From an optimization exercise on the open Yosys and OpenROAD flow, aimed at small area, a short achievable clock period and few clock cycles; shortcuts taken in it are not production practice.
Only simulation tests tie the RTL to the original design; equivalence was not proved.
Power figures rest on the tool's default switching activity, not on a simulated workload.

### flow/config.mk
export PLATFORM = sky130hd
export DESIGN_NAME = booth_mul64
export DESIGN_NICKNAME = booth_mul64
export VERILOG_FILES = /design/flow/design.v
export SDC_FILE = /design/flow/constraint.sdc
export NUM_CORES = 4
export LEC_CHECK = 0
export CAP_MARGIN = 20
export CORE_MARGIN = 2
export CORE_UTILIZATION = 40
export SLEW_MARGIN = 20
### flow/design.v
module _inv(a,y); 
input a;
output y;
assign y=~a;
endmodule
module _nand2(a,b,y);
input a,b;
output y;
assign y=~(a&b);
endmodule
module _and2(a,b,y);
input a,b;
output y;
assign y=a&b;
endmodule
module _or2(a,b,y);
input a,b;
output y;
assign y=a|b;
endmodule
module _xor2(a,b,y);
input a, b;
output y;
wire inv_a, inv_b;
wire w0, w1;
_inv U0_inv(.a(a), .y(inv_a));
_inv U1_inv(.a(b), .y(inv_b));
_and2 U2_and2(.a(inv_a), .b(b), .y(w0));
_and2 U3_and2(.a(a),.b(inv_b), .y(w1));
_or2 U4_or2(.a(w0), .b(w1),.y(y));
endmodule
module _and3(a,b,c,y);
input a,b,c;
output y;
assign y=a&b&c;
endmodule
module _and4(a,b,c,d,y);
input a,b,c,d;
output y;
assign y=a&b&c&d;
endmodule
module _and5(a,b,c,d,e,y);
input a,b,c,d,e;
output y;
assign y=a&b&c&d&e;
endmodule
module _or3(a,b,c,y);
input a,b,c;
output y;
assign y=a|b|c;
endmodule
module _or4(a,b,c,d,y);
input a,b,c,d;
output y;
assign y=a|b|c|d;
endmodule
module _or5(a,b,c,d,e,y);
input a,b,c,d,e;
output y;
assign y=a|b|c|d|e;
endmodule
module _inv_4bits(a,y);
input [3:0] a;
output [3:0] y;
assign y=~a;
endmodule
module _and2_4bits(a,b,y);
input [3:0] a,b;
output [3:0] y;
assign y=a&b;
endmodule
module _or2_4bits(a,b,y);
input [3:0] a,b;
output [3:0] y;
assign y=a|b;
endmodule
module _xor2_4bits(a,b,y);
input [3:0] a,b;
output [3:0] y;
_xor2 U0_xor2(.a(a[0]), .b(b[0]), .y(y[0]));
_xor2 U1_xor2(.a(a[1]), .b(b[1]), .y(y[1]));
_xor2 U2_xor2(.a(a[2]), .b(b[2]), .y(y[2]));
_xor2 U3_xor2(.a(a[3]), .b(b[3]), .y(y[3]));
endmodule
module _xnor2_4bits(a,b,y);
input [3:0] a,b;
output [3:0] y;
wire [3:0] w0;
_xor2_4bits U0_xor2_4bits(.a(a), .b(b), .y(w0));
_inv_4bits U1_inv_4bits(.a(w0), .y(y));
endmodule
module _inv_32bits(a,y);
input [31:0] a;
output [31:0] y;
assign y=~a;
endmodule
module _and2_32bits(a,b,y);
input [31:0] a,b;
output [31:0] y;
assign y=a&b;
endmodule
module _or2_32bits(a,b,y);
input [31:0] a,b;
output [31:0] y;
assign y=a|b;
endmodule
module _xor2_32bits(a, b, y);
input [31:0] a, b;
output [31:0] y;
_xor2_4bits U0_xor2_4bits(.a(a[3:0]), .b(b[3:0]), .y(y[3:0]));
_xor2_4bits U1_xor2_4bits(.a(a[7:4]), .b(b[7:4]), .y(y[7:4]));
_xor2_4bits U2_xor2_4bits(.a(a[11:8]), .b(b[11:8]), .y(y[11:8]));
_xor2_4bits U3_xor2_4bits(.a(a[15:12]), .b(b[15:12]), .y(y[15:12]));
_xor2_4bits U4_xor2_4bits(.a(a[19:16]), .b(b[19:16]), .y(y[19:16]));
_xor2_4bits U5_xor2_4bits(.a(a[23:20]), .b(b[23:20]), .y(y[23:20]));
_xor2_4bits U6_xor2_4bits(.a(a[27:24]), .b(b[27:24]), .y(y[27:24]));
_xor2_4bits U7_xor2_4bits(.a(a[31:28]), .b(b[31:28]), .y(y[31:28]));
endmodule
module _xnor2_32bits(a, b, y);
input [31:0] a, b;
output [31:0] y;
_xnor2_4bits U0_xnor2_4bits(.a(a[3:0]), .b(b[3:0]), .y(y[3:0]));
_xnor2_4bits U1_xnor2_4bits(.a(a[7:4]), .b(b[7:4]), .y(y[7:4]));
_xnor2_4bits U2_xnor2_4bits(.a(a[11:8]), .b(b[11:8]), .y(y[11:8]));
_xnor2_4bits U3_xnor2_4bits(.a(a[15:12]), .b(b[15:12]), .y(y[15:12]));
_xnor2_4bits U4_xnor2_4bits(.a(a[19:16]), .b(b[19:16]), .y(y[19:16]));
_xnor2_4bits U5_xnor2_4bits(.a(a[23:20]), .b(b[23:20]), .y(y[23:20]));
_xnor2_4bits U6_xnor2_4bits(.a(a[27:24]), .b(b[27:24]), .y(y[27:24]));
_xnor2_4bits U7_xnor2_4bits(.a(a[31:28]), .b(b[31:28]), .y(y[31:28]));
endmodule
module fa_v2(a,b,ci,s);
input a,b,ci;
output s;
wire w0;
_xor2 xor20(.a(a), .b(b), .y(w0));
_xor2 xor21(.a(w0), .b(ci), .y(s));
endmodule
module clb4(a, b, ci, c1, c2, c3, co);	 
	input [3:0] a, b;							 
	input ci;									 
	output c1, c2, c3, co;					 
	wire [3:0] g, p;							 
	wire w0_c1;									 
	wire w0_c2, w1_c2;						 
	wire w0_c3, w1_c3, w2_c3;				 
	wire w0_co, w1_co, w2_co, w3_co; 	 
	_and2 U0_and2(a[0], b[0], g[0]);		 
	_and2 U1_and2(a[1], b[1], g[1]);		 
	_and2 U2_and2(a[2], b[2], g[2]);		 
	_and2 U3_and2(a[3], b[3], g[3]);		 
	_or2 	U4_or2(a[0], b[0], p[0]);		 
	_or2 	U5_or2(a[1], b[1], p[1]);		 
	_or2 	U6_or2(a[2], b[2], p[2]);		 
	_or2 	U7_or2(a[3], b[3], p[3]);		 
	_and2 U8_and2(p[0], ci, w0_c1);		 
	_or2 U9_or2(g[0], w0_c1, c1);			 
	_and2 U10_and2(p[1], g[0], w0_c2);	 
	_and3 U11_and3(p[1], p[0], ci, w1_c2 );  
	_or3 U12_or3(g[1], w0_c2, w1_c2, c2);	  
	_and2 U13_and2(p[2], g[1], w0_c3);	 
	_and3 U14_and3(p[2], p[1], g[0], w1_c3);	 
	_and4 U15_and4(p[2], p[1], p[0], ci, w2_c3);	 
	_or4 U16_or4(g[2], w0_c3, w1_c3, w2_c3, c3);	 
	_and2 U17_and2(p[3], g[2], w0_co);								 
	_and3 U18_and3(p[3], p[2], g[1], w1_co);						 
	_and4 U19_and4(p[3], p[2], p[1], g[0], w2_co);				 
	_and5 U20_and6(p[3], p[2], p[1], p[0], ci, w3_co);			 
	_or5 U21_or6(g[3], w0_co, w1_co, w2_co, w3_co, co);		 
endmodule									 
module cla4(a, b, ci, s, co);
input [3:0] a, b;
input ci;
output [3:0] s;
output co;
wire [3:0] c;
fa_v2 fa0 (.a(a[0]), .b(b[0]), .ci(ci), .s(s[0]));
fa_v2 fa1 (.a(a[1]), .b(b[1]), .ci(c[0]), .s(s[1]));
fa_v2 fa2 (.a(a[2]), .b(b[2]), .ci(c[1]), .s(s[2]));
fa_v2 fa3 (.a(a[3]), .b(b[3]), .ci(c[2]), .s(s[3]));
clb4 clb4 (.a(a), .b(b), .ci(ci), .c1(c[0]), .c2(c[1]), .c3(c[2]), .co(co));
endmodule
module cla32 (a, b, s, ci, co);
	input[31:0] a, b;
	input ci;
	output [31:0] s;
	output co;
	wire w0, w1, w2, w3, w4, w5, w6;
	cla4 U0_cla4(.a(a[3:0]), .b(b[3:0]), .s(s[3:0]), .ci(ci), .co(w0));
	cla4 U1_cla4(.a(a[7:4]), .b(b[7:4]), .s(s[7:4]), .ci(w0), .co(w1));
	cla4 U2_cla4(.a(a[11:8]), .b(b[11:8]), .s(s[11:8]), .ci(w1), .co(w2));
	cla4 U3_cla4(.a(a[15:12]), .b(b[15:12]), .s(s[15:12]), .ci(w2), .co(w3));
	cla4 U4_cla4(.a(a[19:16]), .b(b[19:16]), .s(s[19:16]), .ci(w3), .co(w4));
	cla4 U5_cla4(.a(a[23:20]), .b(b[23:20]), .s(s[23:20]), .ci(w4), .co(w5));
	cla4 U6_cla4(.a(a[27:24]), .b(b[27:24]), .s(s[27:24]), .ci(w5), .co(w6));
	cla4 U7_cla4(.a(a[31:28]), .b(b[31:28]), .s(s[31:28]), .ci(w6), .co(co));
endmodule
module cla64 (a, b, s, ci, co);
	input [63:0] a, b;
	input ci;
	output [63:0] s;
	output co;
	wire w;
	cla32 U0_cla32(.a(a[31:0]),.b(b[31:0]),.ci(ci),.s(s[31:0]),.co(w));
	cla32 U1_cla32(.a(a[63:32]),.b(b[63:32]),.ci(w),.s(s[63:32]),.co(co));
endmodule
module booth_mul64(clk, reset_n, multiplier, multiplicand, op_start, op_clear, op_done, result);
  input clk, reset_n;
  input op_start, op_clear;
  input [63:0] multiplier, multiplicand;
  output reg op_done;
  output [127:0] result;
  reg[1:0] state;
  reg[1:0] next_state;
  reg signed [127:0] result;
  reg [127:0] next_result;
  reg[63:0] count;
  reg[63:0] next_count;
  reg [64:0] r_multiplier;
  reg [64:0] next_r_multiplier;
  reg [63:0] r_multiplicand;
  wire w0;
  wire w_co;
  wire w_sign;
  parameter IDLE = 2'b00;
  parameter MULTIPLYING = 2'b01;
  parameter DONE = 2'b10;
	always @ (*) begin
	if(r_multiplier[1] == 1'b1 && r_multiplier[0] == 1'b0) begin
	r_multiplicand = ~(multiplicand);
	end
	else if(r_multiplier[1] == 1'b0 && r_multiplier[0] == 1'b1) begin
	r_multiplicand = multiplicand;
	end
	else if(r_multiplier[1] == 1'b0 && r_multiplier[0] == 1'b0) begin
	r_multiplicand = 64'b0;
	end
	else begin
	r_multiplicand = 64'b0;
	end
	end
  assign w0 = (r_multiplier[1] == 1'b1 && r_multiplier[0] == 1'b0);
  wire [127:0] w_result;
  assign w_result[63:0] = result[63:0];
  cla64 U0_cla64(.a(r_multiplicand[63:0]), .b(result[127:64]), .ci(w0), .s(w_result[127:64]), .co(w_co));
  assign w_sign = r_multiplicand[63] ^ result[127] ^ w_co;
  always @(posedge clk or negedge reset_n)
    if (reset_n == 0) begin
      state <= IDLE;
      result <= 128'b0;
      count <= 64'h8000_0000_0000_0000;
      r_multiplier <= 65'b0;
    end
    else begin
      state <= next_state;
      result <= next_result;
      count <= next_count;
      r_multiplier <= next_r_multiplier;
    end
  always @(*)
    case (state)
      IDLE :
			if (op_start == 1'b1)
				next_state = MULTIPLYING; 
			else
				next_state = IDLE;
      MULTIPLYING :
			if (op_clear == 1'b1) 
				next_state = IDLE; 
			else if (op_done == 1'b1) 
				next_state = DONE; 
			else
				next_state = MULTIPLYING;
      DONE :
			if (op_clear == 1'b1)
				next_state = IDLE; 
			else 
				next_state = DONE;
      default : next_state = 2'bx;
    endcase
  always @(*)
    case (state)
      IDLE : next_result = 128'b0;
      MULTIPLYING : 	if (count == 64'b0) next_result = result;
							else
									next_result={w_sign, w_result[127:1]};
      DONE : next_result = result;
      default : next_result = 128'bx;
    endcase
  always @(*)
	case(state)
		IDLE : next_count = 64'h8000_0000_0000_0000;
		MULTIPLYING : next_count = {1'b0, count[63:1]};
		DONE: if (op_clear == 1) next_count = 64'h8000_0000_0000_0000; else next_count = count;
		default : next_count = 64'bx;
  endcase
  always @(*)
    case (state)
      IDLE : next_r_multiplier = {multiplier[63:0], 1'b0};
      MULTIPLYING : next_r_multiplier = {r_multiplier[64], r_multiplier[64:1]};  
      DONE : next_r_multiplier = r_multiplier;
      default : next_r_multiplier = 65'bx;
    endcase
  always @(*) begin
    if (op_clear == 1) op_done = 0;
    else if (count == 64'b0) op_done = 1;
    else op_done = 0;
	end
endmodule
### flow/run.sh
#!/bin/bash
# synth_recipe.tcl (not shown) runs the flow's synth.tcl, then flattens the netlist and writes it again
# the make line also repeats each setting of config.mk as NAME=value (left out here)
make -C /OpenROAD-flow-scripts/flow DESIGN_CONFIG=/design/flow/config.mk WORK_HOME=/design/flow/orfs CLKGATE_MAP_FILE= SYNTH_SCRIPT=/design/flow/synth_recipe.tcl finish
### flow/constraint.sdc
create_clock -name core_clock -period 7.0 [get_ports {clk}]
set_input_delay 1.4000 -clock core_clock [delete_from_list [all_inputs] [get_ports {clk}]]
set_output_delay 1.4000 -clock core_clock [all_outputs]
set_load 0.01 [all_outputs]
==> run notes <==
==> worst min-delay path, stage by stage (launching register included) <==
cell,delay [ns]
dfrtp_1,0.34
nand2_1,0.04
o21ai_0,0.06
==> how the worst min path moves through the flow <==
stage                                               to  cells after the start  slack [ns]
final                      r_multiplier[4]$_DFFE_PN0P_                      2        0.48
after global routing      r_multiplier[20]$_DFFE_PN0P_                      2        0.51
after CTS                 r_multiplier[20]$_DFFE_PN0P_                      2        0.48
after detailed placement  r_multiplier[20]$_DFFE_PN0P_                      2        0.47
after global placement            count[0]$_DFFE_PN0N_                      2        0.46
after floorplan                   count[0]$_DFFE_PN0N_                      2        0.44
==> metal layers <==
metal / part of all wire / global-route usage / vias to the layer above
li1: - / - / 6317
met1: 0.45 / 0.263 / 5978
met2: 0.47 / 0.323 / 277
met3: 0.061 / 0.0445 / 59
met4: 0.026 / 0.0498 / 2
met5: 0.00030 / 0 / -
==> logic make-up (layout without fill, tap and decap cells) <==
kind of cell,count (synthesis),in the layout,synth area share
fa+ha+maj,145,145,0.123
flops,259,259,0.411
compound gates,374,374,0.141
simple gates,620,620,0.168
xor+xnor,39,39,0.0217
mux,64,64,0.0407
buf+inv,334,504,0.0949
==> cell usage after synthesis (6+ instances only) <==
cell type / number
a21o_1: 7
a21oi_1: 36
a221oi_1: 7
buf_1: 14
buf_4: 64
clkbuf_1: 81
dfrtp_1: 258
fa_1: 16
ha_1: 129
inv_1: 173
mux2i_1: 63
nand2_1: 421
nand2b_1: 7
nand3_1: 84
nand4_1: 6
nor2_1: 31
nor2b_1: 10
nor3_1: 14
nor4_1: 25
o21a_1: 7
o21ai_0: 219
o21bai_1: 12
o22ai_1: 18
o31a_1: 6
o31ai_1: 25
or4_1: 7
xnor2_1: 31
xor2_1: 8
==> power groups by stage <==
stage / clock network (uW) / logic [uW] / registers (uW)
finish: 1590 / 2110 / 1960
global route: 1700 / 2380 / 2000
CTS: 1640 / 2140 / 1970
detailed placement: 0 / 2120 / 1990
global placement: 0 / 2080 / 1980
floorplan: 0 / 1560 / 1910
==> cell type report <==
cell class | count | area, um2
fill | 3708 | 19400
multi-input combinational | 1242 | 7840
sequential | 259 | 6480
timing repair buffer | 274 | 2730
clock buffer | 41 | 852
inverter | 174 | 653
tap | 518 | 648
clock inverter | 15 | 159
==> per-stage QoR <==
step | hold slack (ns) | instances
after floorplan | 0.441 | 1835
after global placement | 0.459 | 2467
after detailed placement | 0.472 | 2467
after CTS | 0.485 | 2523
after global routing | 0.512 | 2523
final | 0.479 | 2523
==> flip-flops by register name, summed over array words and instances, names as in the netlist <==
signal and flops:
count 64, state 2, result 128, r_multiplier 65
==> reports/metrics.cfg <==
[run_status]
status = finished clean

[synthesis]
yosys.cell_types.count = 62
synth_top_area_frac = 0.410
synthTopCellsByArea = dfrtp_1 (41%), ha_1 (10%), nand2_1 (10%)
syn_area_um2 = 15800
synth_fp_nets = 2112
seq_area_frac_synth = 0.411
synth_flop_cell = dfrtp_1
synth-edff-count = 0
ys_warn_count = 1
synth_top_area_cell = dfrtp_1
async_flop_share = 1.00
syn-instance-count = 1835
avgSynthCellArea_um2 = 8.59
ys_seq_elements = 259

[setup_path]
cp.depth = 17
crit_end = result[124]$_DFFE_PN0P_
cp_max_fo = 4
cp_num_buf_inv = 2
crit_arrival_ns = 5.74
reg2reg_depth = 19
worstSetupStartpointType = primary input
path_cells = clkdlybuf4s50_1 -> o21ai_0 -> inv_1 -> ha_1 -> or4_1 -> or4_1 -> a21o_1 -> a2111o_1 -> a21oi_2 -> nor2_1 -> o21bai_1 -> a21o_1 -> a21oi_1 -> fa_1 -> xnor2_1 -> nand3_1 -> o21ai_0
crit_family = compound AO/OA/AOI/OAI gates
reg2reg_from = r_multiplier[1]$_DFFE_PN0P_
reg2reg_to = result[124]$_DFFE_PN0P_
worstSetupPathType = primary input to flip-flop
startpoint = multiplicand[8]
end_kind = flip-flop
slowest_stage = or4_1
r2r_slack_ns = 1.88
max_stage_delay_ns = 0.56
required_ns = 7.44

[timing]
slew_headroom = 0.410
worst_pin_slew_ns = 0.885
drv_slew = 0
timing.fmax_mhz = 189
finClkSkew_ns = 0.0293
fin_crit_ns = 5.30
timing.final.crit_share = 0.757
rsz0062_at_grt = false
worst_slack_ns = 1.70
setup_violations = 0
finalSetupTns_ns = 0
final-hold-violation-count = 0

[job]
cap_violations = 0

[clock_tree]
cts_buffers = 30
clk_pin_slew_worst_paths_ns = 0.06
cts_tree = built
cts_max_level = 1
cts_buffer_depth = 3
root_buffer = clkbuf_16
hold_buffers = 0
clk_latency_ns = 0.60
cts_resized = 0
clkSinkCount = 259
postCtsSetupBuffers = 0

[detailed_routing]
antenna_left = 0
wire_per_inst_um = 16.0
first_iter_violations = 786
drc = 0
num_vias = 12600
firstDrtPassIters = 5
via_per_inst = 5.01
routed_wl_um = 40300

[global_route]
gr-usage-all-layers = 0.197
globalRoute.totalOverflow = 0
grt_start_max_net_pins = 142
antenna_found_initial = 1
grt_pass1_vias = 12600
grt_pass1_wl_um = 66000

[placement]
placed_area_um2 = 18300
pre_cts_ws_ns = 1.14
routabilityCongestion = 0.842
port_buffers = 260
hpwl_um = 27800

[die]
die_w_um = 202
ios = 261
rows = 72
die_h_um = 202
start_util = 0.407
dieArea_um2 = 41000
fp.coreArea_um2 = 38700

[power]
pwr_density_cell_nw_per_um2 = 293
irDropWorstVdd_mv = 0.206
power_switching_share = 0.362
p_seq_frac = 0.346
clkPwrFrac = 0.281
p_switching_uw = 2050
leakage_uw = 0.00847
finalPower_uw = 5670
intPower_uw = 3610
p_comb_frac = 0.373

[cells_and_area]
area_growth_pct = 22.8
fin_nets = 2258
antennaDiodeCount = 0
layout_common_cells = nand2_1 (420), clkdlybuf4s50_1 (259), dfrtp_1 (258)
utilization = 0.500
layout_commonest_cell = nand2_1
final_cell_area_um2 = 19400
drive_above_1_share = 0.0434

[worst_hold_path]
hp-start = r_multiplier[4]$_DFFE_PN0P_
worstHoldPathType = flip-flop to flip-flop

Testbench counts, summed over its fixed seeds: cycles 34,304.

[what the ideal ports hide]
In the flow no input, the clock included, has a driving cell. The finished layout below was timed again as built, in two steps.
Step 1 sets driving cells, clkbuf_16 on the clock port and buf_2 on the other inputs (assumed; they add their load-dependent delay and slew).
Step 2 moves the port delays by t, midway between the first and last clock arrival at a register: inputs arrive t later, outputs are due t later. That takes back most of the time a late clock gives input paths.
a / b / c = ideal ports / drivers / drivers and shift; a / b = the first two.
t, ns: 0.636
setup WS [ns]: 1.698 / 1.717 / 1.081
worst data-port slew with drivers (ns): 0.09
After both steps setup and hold are still met in this run. The setup slack of this run moves by +0.019 ns with the drivers and by -0.617 ns with both steps.
